Background: an optimization exercise with open tools, aiming at small area and a short achievable clock period. Do not read the settings as production practice. No functional check of the RTL was part of any run shown here. Power and IR drop assume default switching activity.

==> flow/design.v, too long to show whole: its modules and the start of the top module <==
// module alu: 608 lines
module alu(FPUCLK, RST, A, B, CTRL, OUT);
  // ...
==> flow/run.sh <==
#!/bin/bash
# synth_recipe.tcl (not shown) runs the flow's synth.tcl, then flattens the netlist and writes it again
# the make line also repeats each setting of config.mk as NAME=value (left out here)
make -C /OpenROAD-flow-scripts/flow DESIGN_CONFIG=/design/flow/config.mk WORK_HOME=/design/flow/orfs CLKGATE_MAP_FILE= SYNTH_SCRIPT=/design/flow/synth_recipe.tcl finish
==> flow/config.mk <==
export PLATFORM = sky130hd
export DESIGN_NAME = alu
export DESIGN_NICKNAME = alu
export VERILOG_FILES = /design/flow/design.v
export SDC_FILE = /design/flow/constraint.sdc
export NUM_CORES = 4
export LEC_CHECK = 0
export CAP_MARGIN = 20
export CELL_PAD_IN_SITES_DETAIL_PLACEMENT = 1
export CORE_MARGIN = 2
export CORE_UTILIZATION = 35
export SETUP_SLACK_MARGIN = 3
export SLEW_MARGIN = 20
==> flow/constraint.sdc <==
create_clock -name core_clock -period 7.0 [get_ports {FPUCLK}]
set_input_delay 1.4000 -clock core_clock [delete_from_list [all_inputs] [get_ports {FPUCLK}]]
set_output_delay 1.4000 -clock core_clock [all_outputs]
set_load 0.01 [all_outputs]
==> impl_results.md, run 1 <==
- Sw frac: 44.8%
- Gate power share: 66.8%
- Pre-CTS WS: 1.98 ns
- Non-Clock Inverter Count: 307
- Final clock-cell share: 3.61%
- Top class by area: multi-input gates
- RSZ-0062 raised after global routing: yes
- GRT met3 Usage: 3.76%
- Core Area: 0.0566 sq mm
- Setup Crit Path Kind: reg2reg
- Met2 usage: 42.7%
- # hold bufs at CTS: 0
- Total Power: 0.0108 W
- Max Cap Violations: 0
- Clk pwr share: 13.4%
- Commonest cells in the netlist: inv_1 (294), fa_1 (258), dfxtp_1 (207), nor2_1 (203), and2_1 (167)
- Tcrit/Tclk final: 61.7%
- Synth unique cells: 73
- Critical path fanouts, max: 7
- Measured slew at the worst slew-check pin: 0.928 ns
- Asr flop ratio synth: 13.4%
- Final core utilization: 44.5%
- Fillers: 6373
- Top-Level Pins: 101
- Most used cell, CP: mux4_2
- Status: no timing/DRC/antenna violations
- Starting Density: 35.6%
- Seq group: 0.00214 W
- Top Usage Layer GRT: met2
- Met1 capacity usage during global routing: 30.7%
- XOR/XNOR Fraction of Synth Area: 2.25%
- Setup Buffers After CTS: 71
- Site row count: 87
- Pin count of the biggest net entering global routing: 61
==> inputs of run 2 (changes only) <==
--- a/flow/design.v
+++ b/flow/design.v
@@ -1,14 +1,14 @@
 module alu(FPUCLK, RST, A, B, CTRL, OUT);
   input FPUCLK, RST;
   input [31:0] A, B;
   input [2:0] CTRL;
   output reg [31:0] OUT;
-  wire s1, c2, s3, c4, s5, c6, s7, c8, s9, c10, s11, c12, s13, c14, s15, c16, s17, c18, s19, c20, s21, c22, s23, c24, s25, c26, s27, c28, s29, c30, s31, c32, s33, c34, s35, c36, s37, c38, s39, c40, s41, c42, s43, c44, s45, c46, s47, c48, s49, c50, s51, c52, s53, c54, s55, c56, s57, c58, s59, c60, s61, c62, s63, c64, s65, c66, s67, c68, s69, c70, s71, c72, s73, c74, s75, c76, s77, c78, s79, c80, s81, c82, s83, c84, s85, c86, s87, c88, s89, c90, s91, c92, s93, c94, s95, c96, s97, c98, s99, c100, s101, c102, s103, c104, s105, c106, s107, c108, s109, c110, s111, c112, s113, c114, s115, c116, s117, c118, s119, c120, s121, c122, s123, c124, s125, c126, s127, c128, s129, c130, s131, c132, s133, c134, s135, c136, s137, c138, s139, c140, s141, c142, s143, c144, s145, c146, s147, c148, s149, c150, s151, c152, s153, c154, s155, c156, s157, c158, s159, c160, s161, c162, s163, c164, s165, c166, s167, c168, s169, c170, s171, c172, s173, c174, s175, c176, s177, c178, s179, c180, s181, c182, s183, c184, s185, c186, s187, c188, s189, c190, s191, c192, s193, c194, s195, c196, s197, c198, s199, c200, s201, c202, s203, c204, s205, c206, s207, c208, s209, c210, s211, c212, s213, c214, s215, c216, s217, c218, s219, c220, s221, c222, s223, c224, s225, c226, s227, c228, s229, c230, s231, c232, s233, c234, s235, c236, s237, c238, s239, c240, s241, c242, s243, c244, s245, c246, s247, c248, s249, c250, s251, c252, s253, c254, s255, c256, s257, c258, s259, c260, s261, c262, s263, c264, s265, c266, s267, c268, s269, c270, s271, c272, s273, c274, s275, c276, s277, c278, s279, c280, s281, c282, s283, c284, s285, c286, s287, c288, s289, c290, s291, c292, s293, c294, s295, c296, s297, c298, s299, c300, s301, c302, s303, c304, s305, c306, s307, c308, s309, c310, s311, c312, s313, c314, s315, c316, s317, c318, s319, c320, s321, c322, s323, c324, s325, c326, s327, c328, s329, c330, s331, c332, s333, c334, s335, c336, s337, c338, s339, c340, s341, c342, s343, c344, s345, c346, s347, c348, s349, c350, s351, c352, s353, c354, s355, c356, s357, c358, s359, c360, s361, c362, s363, c364, s365, c366, s367, c368, s369, c370, s371, c372, s373, c374, s375, c376, s377, c378, s379, c380, s381, c382, s383, c384, s385, c386, s387, c388, s389, c390, s391, c392, s393, c394, s395, c396, s397, c398, s399, c400, s401, c402, s403, c404, s405, c406, s407, c408, s409, c410, s411, c412, s413, c414, s415, c416, s417, c418, s419, c420, s421, c422, s423, c424, s425, c426, s427, c428, s429, c430, s431, c432, s433, c434, s435, c436, s437, c438, s439, c440, s441, c442, s443, c444, s445, c446, s447, c448, s449, c450, s451, c452, s453, c454, s455, c456, s457, c458, s459, c460, s461, c462, s463, c464, s465, c466, s467, c468, s469, c470, s471, c472, s473, c474, s475, c476, s477, c478, s479, c480, s481, c482, s483, c484, s485, c486, s487, c488, s489, c490, s491, c492, s493, c494, s495, c496, s497, c498, s499, c500, s501, c502, s503, c504, s505, c506, s507, c508, s509, c510, s511, c512, s513, c514, s515, c516, s517, c518, s519, c520, s521, c522, s523, c524, s525, c526, s527, c528;
+  wire s1, c2, s3, c4, s5, c6, s7, c8, s9, c10, s11, c12, s13, c14, s15, c16, s17, c18, s19, c20, s21, c22, s23, c24, s25, c26, s27, c28, s29, c30, s31, c32, s33, c34, s35, c36, s37, c38, s39, c40, s41, c42, s43, c44, s45, c46, s47, c48, s49, c50, s51, c52, s53, c54, s55, c56, s57, c58, s59, c60, s61, c62, s63, c64, s65, c66, s67, c68, s69, c70, s71, c72, s73, c74, s75, c76, s77, c78, s79, c80, s81, c82, s83, c84, s85, c86, s87, c88, s89, c90, s91, c92, s93, c94, s95, c96, s97, c98, s99, c100, s101, c102, s103, c104, s105, c106, s107, c108, s109, c110, s111, c112, s113, c114, s115, c116, s117, c118, s119, c120, s121, c122, s123, c124, s125, c126, s127, c128, s129, c130, s131, c132, s133, c134, s135, c136, s137, c138, s139, c140, s141, c142, s143, c144, s145, c146, s147, c148, s149, c150, s151, c152, s153, c154, s155, c156, s157, c158, s159, c160, s161, c162, s163, c164, s165, c166, s167, c168, s169, c170, s171, c172, s173, c174, s175, c176, s177, c178, s179, c180, s181, c182, s183, c184, s185, c186, s187, c188, s189, c190, s191, c192, s193, c194, s195, c196, s197, c198, s199, c200, s201, c202, s203, c204, s205, c206, s207, c208, s209, c210, s211, c212, s213, c214, s215, c216, s217, c218, s219, c220, s221, c222, s223, c224, s225, c226, s227, c228, s229, c230, s231, c232, s233, c234, s235, c236, s237, c238, s239, c240, s241, c242, s243, c244, s245, c246, s247, c248, s249, c250, s251, c252, s253, c254, s255, c256, s257, c258, s259, c260, s261, c262, s263, c264, s265, c266, s267, c268, s269, c270, s271, c272, s273, c274, s275, c276, s277, c278, s279, c280, s281, c282, s283, c284, s285, c286, s287, c288, s289, c290, s291, c292, s293, c294, s295, c296, s297, c298, s299, c300, s301, c302, s303, c304, s305, c306, s307, c308, s309, c310, s311, c312, s313, c314, s315, c316, s317, c318, s319, c320, s321, c322, s323, c324, s325, c326, s327, c328, s329, c330, s331, c332, s333, c334, s335, c336, s337, c338, s339, c340, s341, c342, s343, c344, s345, c346, s347, c348, s349, c350, s351, c352, s353, c354, s355, c356, s357, c358, s359, c360, s361, c362, s363, c364, s365, c366, s367, c368, s369, c370, s371, c372, s373, c374, s375, c376, s377, c378, s379, c380, s381, c382, s383, c384, s385, c386, s387, c388, s389, c390, s391, c392, s393, c394, s395, c396, s397, c398, s399, c400, s401, c402, s403, c404, s405, c406, s407, c408, s409, c410, s411, c412, s413, c414, s415, c416, s417, c418, s419, c420, s421, c422, s423, c424, s425, c426, s427, c428, s429, c430, s431, c432, s433, c434, s435, c436, s437, c438, s439, c440, s441, c442, s443, c444, s445, c446, s447, c448, s449, c450, s451, c452, s453, c454, s455, c456, s457, c458, s459, c460, s461, c462, s463, c464, s465, c466, s467, c468, s469, c470, s471, c472, s473, c474, s475, c476, s477, c478, s479, c480, s481, c482, s483, c484, s485, c486, s487, c488, s489, c490, s491, c492, s493, c494, s495, c496, s497, c498, s499, c500, s501, c502, s503, c504, s505, c506, s507, c508, s509, c510, s511, c512, s513, c514, s515, c516, s517, c518, s519, c520, s521, c522, s523, c524, s525, c526;
   reg [31:0] r1_a, r1_b;
   reg r1_mul, r1_sub;
   always @(posedge FPUCLK) begin
     r1_a <= A; r1_b <= B;
     r1_mul <= CTRL[1]; r1_sub <= CTRL[0];
   end
   wire sa = r1_a[31], sb = r1_b[31];
   wire [7:0] ea = r1_a[30:23], eb = r1_b[30:23];
@@ -22,19 +22,18 @@
   wire sp_b = a_zero;             
   wire sp_a = ~a_zero & b_zero;   
   wire sel_b = sp_b | (~sp_a & (dab[7] | (d_zero & f_lt)));
   wire [7:0] sh = sel_b ? dba : dab[7:0];
   wire sh_big = (sh > 8'd23) | sp_a | sp_b;
   wire [23:0] big = sel_b ? {1'b1, mb} : {1'b1, ma};
   wire [23:0] sml0 = sel_b ? {1'b1, ma} : {1'b1, mb};
   wire [23:0] sml = sh_big ? 24'd0 : (sml0 >> sh[4:0]);
-  wire eff_sub = sa ^ sb ^ r1_sub;
-  wire [23:0] smx = sml ^ {24{eff_sub}};
   wire [7:0] e_add = sel_b ? eb : ea;
+  wire eff_sub = sa ^ sb ^ r1_sub;
   wire s_add = sp_b ? (sb | r1_sub) : (sel_b ? (sb ^ r1_sub) : sa);
   wire inf_s_add = a_inf ? sa : sb;
   wire [7:0] e_mul = ea + eb + 8'h81;
   wire s_mul = sa ^ sb;
   assign s1 = mb[0] ^ (ma[22] & mb[1]) ^ (ma[21] & mb[2]);
   assign c2 = (mb[0] & (ma[22] & mb[1])) | (mb[0] & (ma[21] & mb[2])) | ((ma[22] & mb[1]) & (ma[21] & mb[2]));
   assign s3 = (ma[20] & mb[3]) ^ (ma[19] & mb[4]) ^ (ma[18] & mb[5]);
   assign c4 = ((ma[20] & mb[3]) & (ma[19] & mb[4])) | ((ma[20] & mb[3]) & (ma[18] & mb[5])) | ((ma[19] & mb[4]) & (ma[18] & mb[5]));
@@ -465,24 +464,28 @@
   assign s429 = ma[18] ^ c352 ^ c354;
   assign c430 = (ma[18] & c352) | (ma[18] & c354) | (c352 & c354);
   assign s431 = mb[19] ^ (ma[22] & mb[20]) ^ (ma[21] & mb[21]);
   assign c432 = (mb[19] & (ma[22] & mb[20])) | (mb[19] & (ma[21] & mb[21])) | ((ma[22] & mb[20]) & (ma[21] & mb[21]));
   assign s433 = (ma[20] & mb[22]) ^ ma[19] ^ c356;
   assign c434 = ((ma[20] & mb[22]) & ma[19]) | ((ma[20] & mb[22]) & c356) | (ma[19] & c356);
   assign s435 = mb[20] ^ (ma[22] & mb[21]) ^ (ma[21] & mb[22]);
   assign c436 = (mb[20] & (ma[22] & mb[21])) | (mb[20] & (ma[21] & mb[22])) | ((ma[22] & mb[21]) & (ma[21] & mb[22]));
-  reg [91:0] r2_m;
+  reg [89:0] r2_m;
+  reg [22:0] r2_big;
+  reg [23:0] r2_sml;
   reg [7:0] r2_e;
   reg r2_mul, r2_sub, r2_s, r2_inf, r2_zero;
   always @(posedge FPUCLK) begin
-    r2_m <= {(r1_mul ? 1'b0 : smx[23]), (r1_mul ? 1'b0 : big[23]), (r1_mul ? ma[22] : smx[22]), (r1_mul ? mb[22] : big[22]), (r1_mul & c436), (r1_mul & ma[21]), (r1_mul ? (ma[22] & mb[22]) : smx[21]), (r1_mul ? mb[21] : big[21]), (r1_mul & c434), (r1_mul & c432), (r1_mul ? ma[20] : smx[20]), (r1_mul ? s435 : big[20]), (r1_mul & c430), (r1_mul & c428), (r1_mul ? s433 : smx[19]), (r1_mul ? s431 : big[19]), (r1_mul & c426), (r1_mul & c424), (r1_mul ? s429 : smx[18]), (r1_mul ? s427 : big[18]), (r1_mul & c422), (r1_mul & c420), (r1_mul ? s425 : smx[17]), (r1_mul ? s423 : big[17]), (r1_mul & c418), (r1_mul & c416), (r1_mul ? s421 : smx[16]), (r1_mul ? s419 : big[16]), (r1_mul & c414), (r1_mul & c412), (r1_mul ? s417 : smx[15]), (r1_mul ? s415 : big[15]), (r1_mul & c410), (r1_mul & c408), (r1_mul ? s413 : smx[14]), (r1_mul ? s411 : big[14]), (r1_mul & c406), (r1_mul & c404), (r1_mul ? s409 : smx[13]), (r1_mul ? s407 : big[13]), (r1_mul & c402), (r1_mul & c400), (r1_mul ? s405 : smx[12]), (r1_mul ? s403 : big[12]), (r1_mul & c398), (r1_mul & c396), (r1_mul ? s401 : smx[11]), (r1_mul ? s399 : big[11]), (r1_mul & c394), (r1_mul & c392), (r1_mul ? s397 : smx[10]), (r1_mul ? s395 : big[10]), (r1_mul & c390), (r1_mul & c388), (r1_mul ? s393 : smx[9]), (r1_mul ? s391 : big[9]), (r1_mul & c386), (r1_mul & c384), (r1_mul ? s389 : smx[8]), (r1_mul ? s387 : big[8]), (r1_mul & c382), (r1_mul & c380), (r1_mul ? s385 : smx[7]), (r1_mul ? s383 : big[7]), (r1_mul & c378), (r1_mul & c376), (r1_mul ? s381 : smx[6]), (r1_mul ? s379 : big[6]), (r1_mul & c374), (r1_mul & c372), (r1_mul ? s377 : smx[5]), (r1_mul ? s375 : big[5]), (r1_mul & c370), (r1_mul & c368), (r1_mul ? s373 : smx[4]), (r1_mul ? s371 : big[4]), (r1_mul & c366), (r1_mul & c364), (r1_mul ? s369 : smx[3]), (r1_mul ? s367 : big[3]), (r1_mul & c362), (r1_mul & c360), (r1_mul ? s365 : smx[2]), (r1_mul ? s363 : big[2]), (r1_mul & c358), (r1_mul & c254), (r1_mul ? s361 : smx[1]), (r1_mul ? s359 : big[1]), (r1_mul & ma[0]), (r1_mul ? (ma[1] & mb[22]) : eff_sub), (r1_mul ? (ma[2] & mb[21]) : smx[0]), (r1_mul ? s357 : big[0])};
+    r2_m <= {ma[22], mb[22], c436, ma[21], (ma[22] & mb[22]), mb[21], c434, c432, ma[20], s435, c430, c428, s433, s431, c426, c424, s429, s427, c422, c420, s425, s423, c418, c416, s421, s419, c414, c412, s417, s415, c410, c408, s413, s411, c406, c404, s409, s407, c402, c400, s405, s403, c398, c396, s401, s399, c394, c392, s397, s395, c390, c388, s393, s391, c386, c384, s389, s387, c382, c380, s385, s383, c378, c376, s381, s379, c374, c372, s377, s375, c370, c368, s373, s371, c366, c364, s369, s367, c362, c360, s365, s363, c358, c254, s361, s359, ma[0], (ma[1] & mb[22]), (ma[2] & mb[21]), s357};
+    r2_big <= big[22:0];
+    r2_sml <= sml;
     r2_e <= r1_mul ? e_mul : e_add;
     r2_mul <= r1_mul;
-    r2_sub <= ~r1_mul & eff_sub;
+    r2_sub <= eff_sub;
     r2_s <= r1_mul ? s_mul : ((a_inf | b_inf) ? inf_s_add : s_add);
     r2_inf <= a_inf | b_inf;
     r2_zero <= r1_mul & (a_zero | b_zero);
   end
   assign s437 = r2_m[0] ^ r2_m[1];
   assign c438 = r2_m[0] & r2_m[1];
   assign s439 = r2_m[4] ^ r2_m[5] ^ r2_m[6];
   assign c440 = (r2_m[4] & r2_m[5]) | (r2_m[4] & r2_m[6]) | (r2_m[5] & r2_m[6]);
@@ -567,22 +570,21 @@
   assign s519 = s475 ^ r2_m[79] ^ c474;
   assign c520 = (s475 & r2_m[79]) | (s475 & c474) | (r2_m[79] & c474);
   assign s521 = s477 ^ r2_m[83] ^ c476;
   assign c522 = (s477 & r2_m[83]) | (s477 & c476) | (r2_m[83] & c476);
   assign s523 = s479 ^ r2_m[87] ^ c478;
   assign c524 = (s479 & r2_m[87]) | (s479 & c478) | (r2_m[87] & c478);
   assign s525 = r2_m[88] ^ r2_m[89] ^ c480;
   assign c526 = (r2_m[88] & r2_m[89]) | (r2_m[88] & c480) | (r2_m[89] & c480);
-  assign s527 = r2_m[90] ^ r2_m[91] ^ r2_mul;
-  assign c528 = (r2_m[90] & r2_m[91]) | (r2_m[90] & r2_mul) | (r2_m[91] & r2_mul);
-  wire [24:0] mrow0 = {c528, s527, s525, s523, s521, s519, s517, s515, s513, s511, s509, s507, s505, s503, s501, s499, s497, s495, s493, s491, s489, s487, s485, s483, s481};
+  wire [24:0] mrow0 = {1'b0, 1'b1, s525, s523, s521, s519, s517, s515, s513, s511, s509, s507, s505, s503, s501, s499, s497, s495, s493, s491, s489, s487, s485, s483, s481};
   wire [24:0] mrow1 = {1'b0, c526, c524, c522, c520, c518, c516, c514, c512, c510, c508, c506, c504, c502, c500, c498, c496, c494, c492, c490, c488, c486, c484, c482, r2_m[3]};
   wire [24:0] msum = mrow0 + mrow1;
-  wire [24:0] m3 = {msum[24] & ~r2_sub, msum[23:0]};
+  wire [24:0] asum = {1'b0, 1'b1, r2_big} + {1'b0, r2_sml ^ {24{r2_sub}}} + r2_sub;
+  wire [24:0] m3 = r2_mul ? msum : {asum[24] & ~r2_sub, asum[23:0]};
   reg [24:0] r3_m;
   reg [7:0] r3_e;
   reg r3_s, r3_inf, r3_zero;
   always @(posedge FPUCLK) begin
     r3_m <= m3;
     r3_e <= r2_e;
     r3_s <= r2_s;
     r3_inf <= r2_inf;
==> flow/config.mk (replaced) <==
export PLATFORM = sky130hd
export DESIGN_NAME = alu
export DESIGN_NICKNAME = alu
export VERILOG_FILES = /design/flow/design.v
export SDC_FILE = /design/flow/constraint.sdc
export NUM_CORES = 4
export LEC_CHECK = 0
export CAP_MARGIN = 20
export CELL_PAD_IN_SITES_DETAIL_PLACEMENT = 1
export CORE_MARGIN = 2
export CORE_UTILIZATION = 35
export SLEW_MARGIN = 20
==> impl_results.md, run 2 <==
- Setup crit start: r1_b[7]
- Synthesized area: 0.0214 sq mm
- Core Area: 0.0604 sq mm (+6.6%)
- Drt pass-1 iters: 5
- Starting Density: 35.4% (-0.12 points)
- I/O Buffers: 99
- Root Buffer: clkbuf_16
- Crit path DAT: 5.67 ns
- #FFs+latches synth: 284
- GP Congestion: 0.932
- # DRC: 0
- Asr flop ratio synth: 11.3% (-2.1 points)
- CTS buffer count: 35
- Slew headroom: 31.6%
- Register area share after synthesis: 27.3%
- Measured slew at the worst slew-check pin: 1.02 ns (+0.0937 ns)
- Initial DRC count: 1243
- Yosys top cell by area: fa_1
- WL per Instance: 24.0 um
- Clk slew on worst S/H paths: 0.07 ns
- Max Cap Violations: 0 (unchanged)
- Crit start category: flop
- Pre-CTS WS: 1.88 ns (-0.101 ns)
- Most common cell after layout, fill and taps aside: fa_1
- Die width: 251 um
- Top-Level Pins: 101 (unchanged)
- Setup Crit Path Kind: reg2reg
- Largest Register: r2_m
- Status: no timing/DRC/antenna violations
- Leakage: 11.0 nW
- DIE AREA: 0.0631 sq mm
- Syn avg cell area: 9.85 sq um
- Clock latency on the worst-skew pair: 0.57 ns
- Clk_skew: 0.0329 ns
- Setup TNS: 0 ns
- Ys flop type: dfxtp_1
- Worst Setup EP: r2_sml[3]
- Initial antenna violation count: 0
- WL final: 73700 um
- RR Startpoint: r1_b[7]
- Site row count: 90 (+3.4%)
- # setup viols final: 0
- RSZ-0062 raised after global routing: no
- CP required: 7.45 ns
- CTS Sinks: 284
- Chip height: 251 um
- Mapped Cells: 2172
- H-tree levels: 2
- Detail Placement HPWL: 54200 um
- Count leader, synth: fa_1
- Total gr overflow: 0
- Via density: 5.49
- Post-CTS Resized: 0
- Vias: 16.8k
- Max Buffers Root-to-Sink: 3
- Final Hold Vio Count: 0
- Largest cells by area after synthesis: fa_1 (24%), dfxtp_1 (24%), ha_1 (7.3%)
- Share of the synthesized area in the top cell type: 24.1%
- Max reg flops: 90
- Synth-to-Final Area Change: 15.0%
- Fillers: 6781 (+6.4%)
- Total track usage: 23.6%
- Register-to-Register Path Depth: 14
- Antenna viol nets, final: 0
- Commonest cells in the netlist: fa_1 (258), dfxtp_1 (252), inv_1 (234), nor2_1 (160), nand2_1 (150)
- Critical path endpoint category: flop
- Critical path fanouts, max: 20 (+13)
- Synth unique cells: 79 (+8.2%)
- Vias in the first global route: 18.6k
- Final Max Slew Viols: 0
- # hold bufs at CTS: 0 (unchanged)
- Peak supply drop: 0.264 mV
- Mapped Nets: 2624
- Share of post-route cells with drive strength above 1: 7.56%
- Nets: 2716
- Post-synth EDFFs: 0
- Cell Pwr Density: 505 mW/mm^2
- Min-delay worst type: reg2reg
- Yosys warning count: 1
- Tcrit/Tclk final: 74.5% (+13 points)
- Highest Clock Rate: 192 MHz
- Minimum setup slack in the final design: 1.78 ns
- Pin count of the biggest net entering global routing: 73 (+20%)
- Reg-to-Reg End: r2_sml[3]
- CTS tree: built
- First-pass GRT wire length: 113000 um
- Hold Crit Start: r2_zero
- Commonest non-fill, non-tap cells in the layout: fa_1 (258), dfxtp_1 (251), inv_1 (234)
- Setup Buffers After CTS: 0 (-100%)
- Fin crit period: 5.22 ns
- R2r setup slk: 1.78 ns
run 2: changes by cell type after synthesis, moves of 21 or more:
cell / change
ha_1: +21
mux2i_1: -21
inv_1: -60
o21ai_0: +31
xor2_1: +30
nor2_1: -43
dfxtp_1: +45
a21oi_1: +29
and2_1: -21
run 2: area by class of cell:
class | count | area, sq um | share of cell area (%)
Antenna cell | 1 | 2.50 | 0.0102
Clock buffer | 41 | 928 | 3.77
Clock inverter | 20 | 292 | 1.19
Inverter | 244 | 916 | 3.72
Multi-Input combinational cell | 1552 | 14300 | 58.0
Sequential cell | 284 | 5850 | 23.8
Tap cell | 782 | 978 | 3.98
Timing Repair Buffer | 147 | 1360 | 5.54
run 2: logic make-up after synthesis:
logic type	share of synthesized area, %
fa+ha+maj	31.4
mux	6.35
simple gates	14.0
flops	27.3
compound gates	11.2
xor+xnor	3.63
buf+inv	6.08
run 2: worst min-delay path by stage:
stage | end | slack, ns | cells past startpoint
CTS | r3_zero | 0.33 | 0
detailed placement | r3_zero | 0.31 | 0
finish | r3_zero | 0.32 | 0
global placement | r3_e[4] | 0.32 | 0
global route | r3_e[4] | 0.33 | 0
floorplan | r3_e[0] | 0.31 | 0
run 2: through the flow:
stage	hold WS, ns	power (W)	cell area (sq um)	cells	utilization, %
4_1_cts	0.325	0.0124	24600	3070	40.7
5_1_grt	0.334	0.0132	24600	3070	40.8
2_1_floorplan	0.310	0.00742	21400	2172	-
3_3_place_gp	0.316	0.0100	23400	3009	38.7
3_5_place_dp	0.314	0.0104	23400	3009	38.7
6_report	0.324	0.0124	24600	3071	40.8
run 2: where the power goes:
| group | leakage, nW | switching, W | total, W | internal (W) |
|---|---|---|---|---|
| Clock | 0.597 | 0.000781 | 0.00193 | 0.00115 |
| Combinational | 7.90 | 0.00485 | 0.00800 | 0.00315 |
| Sequential | 2.49 | 0.000379 | 0.00250 | 0.00212 |
run 2: worst max-delay path, stage by stage, from the launching register on:
cell and delay, ns:
dfxtp_1 0.77, inv_1 0.30, ha_1 0.36, nand4_1 0.09, nor3_1 0.28, nand2_1 0.09, o211ai_1 0.42, a311oi_4 0.28
nor2_4 0.51, mux2i_4 0.84, buf_4 0.30, mux2i_1 0.31, mux2_2 0.24, a2bb2oi_1 0.19, o21ai_0 0.10
run 2: per-layer routing:
layer | wire, um | global-route usage [%] | part of all wire, %
met1 | 30200 | 30.0 | 41
met2 | 33900 | 38.4 | 46
met3 | 5230 | 4.38 | 7.1
met4 | 4380 | 12.4 | 5.9
met5 | 0 | 0 | 0

## port drivers added, routing unchanged
The flow's constraints put no driver on any port. The routed layouts listed below were extracted and timed again, unchanged, in two steps.
Step 1 (the two cells are an assumption about what drives the block):
set clk [get_ports {FPUCLK}]
set_driving_cell -lib_cell sky130_fd_sc_hd__clkbuf_16 $clk
set_driving_cell -lib_cell sky130_fd_sc_hd__buf_2 [delete_from_list [all_inputs] $clk]
Step 2, shift: input delay + t, output delay - t, t = (earliest + latest rising clock arrival at the registers) / 2. This alone moves slack from input paths to output paths.
Slacks: ideal ports / drivers / drivers and shift; pairs: ideal ports / drivers.
| run | t, ns | slack for setup (ns) | worst setup path at the end | cell pins on the clock port's net |
|---|---|---|---|---|
| run 1 | 0.635 | 2.679 / 2.679 / 2.679 | register to register | 1 |
| run 2 | 0.616 | 1.785 / 1.785 / 1.785 | register to register | 1 |
After both steps every run listed still meets setup and hold.
